This design comes from an exercise in tuning for small area and a short achievable clock period on the open sky130 flow, not from production work. At most, simulation tests tie the RTL to the original design; equivalence was not proved. No activity file was given, so power comes from the tool's default toggle rates.

Setup of old:
==> module RAM, before the edit <==
module RAM(clk, rst_n, din, rx_valid, dout, tx_valid);
	parameter MEM_DEPTH = 256;
	parameter ADDR_SIZE = 8;
	input clk, rst_n, rx_valid;
	input [9:0] din;
	output tx_valid;
	output [7:0] dout;
	reg [2047:0] ring;           
	reg [3:0] ph;
	reg [7:0] mem0;
	reg [7:0] wr_add;            
	reg wr_zero;                 
	reg wa_wait;                 
	reg [7:0] rd_add;
	reg rd_zero;                 
	reg pend;
	reg [7:0] pdata;
	reg [7:0] rb;
	reg fwd;
	wire do_wa = rx_valid && (din[9:8] == 2'b00);
	wire do_wr = rx_valid && (din[9:8] == 2'b01);
	wire do_ra = rx_valid && (din[9:8] == 2'b10);
	assign tx_valid = rx_valid && (din[9:8] == 2'b11);
	assign dout = rd_zero ? mem0 : (fwd ? pdata : rb);
	reg land;
	reg [3:0] land_hi;
	reg [3:0] wa_lo;
	wire busy = pend && !land;
	wire wr_is0 = wr_zero || (wr_add == 8'd0);
	wire do_wr0 = do_wr && wr_is0;
	wire do_wrr = do_wr && !wr_is0;
	wire [7:0] wr_add_nx = ((do_wa && !busy) || (wa_wait && land)) ? din[7:0] : wr_add;
	wire pend_nx = do_wrr || busy;
	wire land_nx = pend_nx && (wr_add[3:0] == ph - 4'd1);
	wire [7:0] rd_add_nx = do_ra ? din[7:0] : rd_add;
	reg refr;
	reg [7:0] ra_hi;
	reg [3:0] ra_lo;
	integer g, s;
	reg [7:0] tap;
	always @(*) begin
		tap = 8'd0;
		for (g = 0; g < 16; g = g + 1)
			for (s = 0; s < 2; s = s + 1)
				tap = tap | (ring[(g*16+s*8)*8 +: 8] & {8{ra_hi[g/2] & ra_lo[(g%2)*2+s]}});
	end
	always @(posedge clk) begin
		for (g = 0; g < 16; g = g + 1) begin
			for (s = 15; s > 0; s = s - 1)
				ring[(g*16+s)*8 +: 8] <= ring[(g*16+s-1)*8 +: 8];
			if (land_hi[g/4] && wa_lo[g%4])
				ring[(g*16)*8 +: 8] <= pdata;
			else
				ring[(g*16)*8 +: 8] <= ring[(g*16+15)*8 +: 8];
		end
	end
	always @(posedge clk) begin
		ph <= ph - 4'd1;
		land <= land_nx;
		land_hi <= {4{land_nx}} & (4'd1 << wr_add[7:6]);
		wa_lo <= 4'd1 << wr_add[5:4];
		pend <= pend_nx;
		if (do_wrr)
			pdata <= din[7:0];
		if (do_wr0)
			mem0 <= din[7:0];
		wr_add <= wr_add_nx;
		refr <= (rd_add_nx[2:0] == ph[2:0]);
		ra_hi <= 8'd1 << rd_add_nx[7:5];
		ra_lo <= 4'd1 << {rd_add_nx[4], rd_add_nx[3] ^ ph[3]};
		if (refr)
			rb <= tap;
		fwd <= (pend_nx && (wr_add == rd_add_nx)) || (fwd && !refr && !do_ra);
	end
	always @(posedge clk or negedge rst_n) begin
		if (~rst_n) begin
			wr_zero <= 1'b1;
			wa_wait <= 1'b0;
			rd_add <= {ADDR_SIZE{1'b0}};
			rd_zero <= 1'b1;
		end
		else begin
			if (do_wa)
				wr_zero <= 1'b0;
			if (do_wa && busy)
				wa_wait <= 1'b1;
			else if (land)
				wa_wait <= 1'b0;
			if (do_ra) begin
				rd_add <= din[7:0];
				rd_zero <= (din[7:0] == 8'd0);
			end
		end
	end
endmodule
Settings: LEC_CHECK=0, CAP_MARGIN=20, CORE_MARGIN=2, CORE_UTILIZATION=65, CTS_BUF_LIST=sky130_fd_sc_hd__clkbuf_16, CTS_CLUSTER_DIAMETER=100, CTS_CLUSTER_SIZE=30, PLACE_DENSITY=0.75, SETUP_SLACK_MARGIN=3.6, SLEW_MARGIN=20; clock period 6.0 ns.
standard.sh (not shown) runs the stock make flow with config.mk's settings and CLKGATE_MAP_FILE= SYNTH_SCRIPT=/design/flow/synth_recipe.tcl, a recipe that flattens the netlist after the stock synthesis.
==> flow/flow/run.sh <==
#!/bin/bash
set -euo pipefail
export POST_DETAIL_PLACE_TCL="$(pwd)/flow/place_out_ff.tcl"
bash standard.sh > standard_sh.log 2>&1
==> flow/flow/place_out_ff.tcl <==
# Runs inside ORFS detailed placement (POST_DETAIL_PLACE_TCL), with the design loaded.
# For every output port: find the buffer driving it and the register driving that buffer,
# and place the register right next to the buffer; then legalise again.
set block [ord::get_db_block]
foreach bt [$block getBTerms] {
  if { [$bt getIoType] != "OUTPUT" } { continue }
  set net [$bt getNet]
  if { $net == "NULL" } { continue }
  set buf ""
  foreach it [$net getITerms] { if { [$it isOutputSignal] } { set buf [$it getInst] } }
  if { $buf == "" } { continue }
  set ff ""
  foreach it [$buf getITerms] {
    if { [$it isInputSignal] && [$it getNet] != "NULL" } {
      foreach d [[$it getNet] getITerms] {
                if { [$d isOutputSignal] } { set drv [$d getInst] }
      }
    }
  }
  if { [info exists drv] && [[$drv getMaster] isSequential] } { set ff $drv }
  if { $ff == "" } { continue }
  set loc [$buf getLocation]
  puts "place_out_ff: [$ff getName] -> next to [$buf getName] at $loc"
  $ff setLocation [lindex $loc 0] [lindex $loc 1]
  $ff setPlacementStatus PLACED
}
detailed_placement
optimize_mirroring
utl::info FLW 12 "Placement violations [check_placement -verbose]."
estimate_parasitics -placement
--- input diff old..new ---
--- a/flow/design.v
+++ b/flow/design.v
@@ -76,11 +76,11 @@
 	wire wr_is0 = wr_zero || (wr_add == 8'd0);
 	wire do_wr0 = do_wr && wr_is0;
 	wire do_wrr = do_wr && !wr_is0;
 	wire [7:0] wr_add_nx = ((do_wa && !busy) || (wa_wait && land)) ? din[7:0] : wr_add;
 	wire pend_nx = do_wrr || busy;
-	wire land_nx = pend_nx && (wr_add[3:0] == ph - 4'd1);
+	wire land_nx = pend_nx && (wr_add_nx[3:0] == ph - 4'd1);
 	wire [7:0] rd_add_nx = do_ra ? din[7:0] : rd_add;
 	reg refr;
 	reg [7:0] ra_hi;
 	reg [3:0] ra_lo;
 	integer g, s;
@@ -102,12 +102,12 @@
 		end
 	end
 	always @(posedge clk) begin
 		ph <= ph - 4'd1;
 		land <= land_nx;
-		land_hi <= {4{land_nx}} & (4'd1 << wr_add[7:6]);
-		wa_lo <= 4'd1 << wr_add[5:4];
+		land_hi <= {4{land_nx}} & (4'd1 << wr_add_nx[7:6]);
+		wa_lo <= 4'd1 << wr_add_nx[5:4];
 		pend <= pend_nx;
 		if (do_wrr)
 			pdata <= din[7:0];
 		if (do_wr0)
 			mem0 <= din[7:0];
@@ -115,11 +115,11 @@
 		refr <= (rd_add_nx[2:0] == ph[2:0]);
 		ra_hi <= 8'd1 << rd_add_nx[7:5];
 		ra_lo <= 4'd1 << {rd_add_nx[4], rd_add_nx[3] ^ ph[3]};
 		if (refr)
 			rb <= tap;
-		fwd <= (pend_nx && (wr_add == rd_add_nx)) || (fwd && !refr && !do_ra);
+		fwd <= (pend_nx && (wr_add_nx == rd_add_nx)) || (fwd && !refr && !do_ra);
 	end
 	always @(posedge clk or negedge rst_n) begin
 		if (~rst_n) begin
 			wr_zero <= 1'b1;
 			wa_wait <= 1'b0;
- Sort new and old by static leakage, ascending, and old comes first.
- Looking at period utilization, new sits 0.38 points above old.
- Delta(count of flip-flops with a built-in enable after synthesis, new - old) < 0
- new consumes less power than old does.
- new: maximum frequency from static timing analysis is 4.1 MHz lower than what old reported.
No functional check of the RTL was part of new.

## what the ideal ports hide
In the flow no input, the clock included, has a driving cell. The finished layouts below were timed again as built, in two steps. Step 1: set_driving_cell puts a clkbuf_16 on clk and a buf_2 on each other input, an assumption about the parent block. Step 2, shift: input delay + t, output delay - t, t = (earliest + latest rising clock arrival at the registers) / 2. This alone moves slack from input paths to output paths. a / b / c = no drivers / after step 1 / after step 2; a / b = the first two.
run | shift t [ns] | setup slack, ns | worst setup path after step 2 | worst register clock-pin slew, ns
old | 0.718 | 3.629 / 3.565 / 3.231 | input to register | 0.11 / 0.11
new | 0.720 | 3.606 / 3.561 / 3.255 | input to register | 0.12 / 0.12
After both steps every run listed still meets setup and hold. The setup slack of old, which loses most, moves by -0.064 ns with the drivers and by -0.398 ns with both steps.
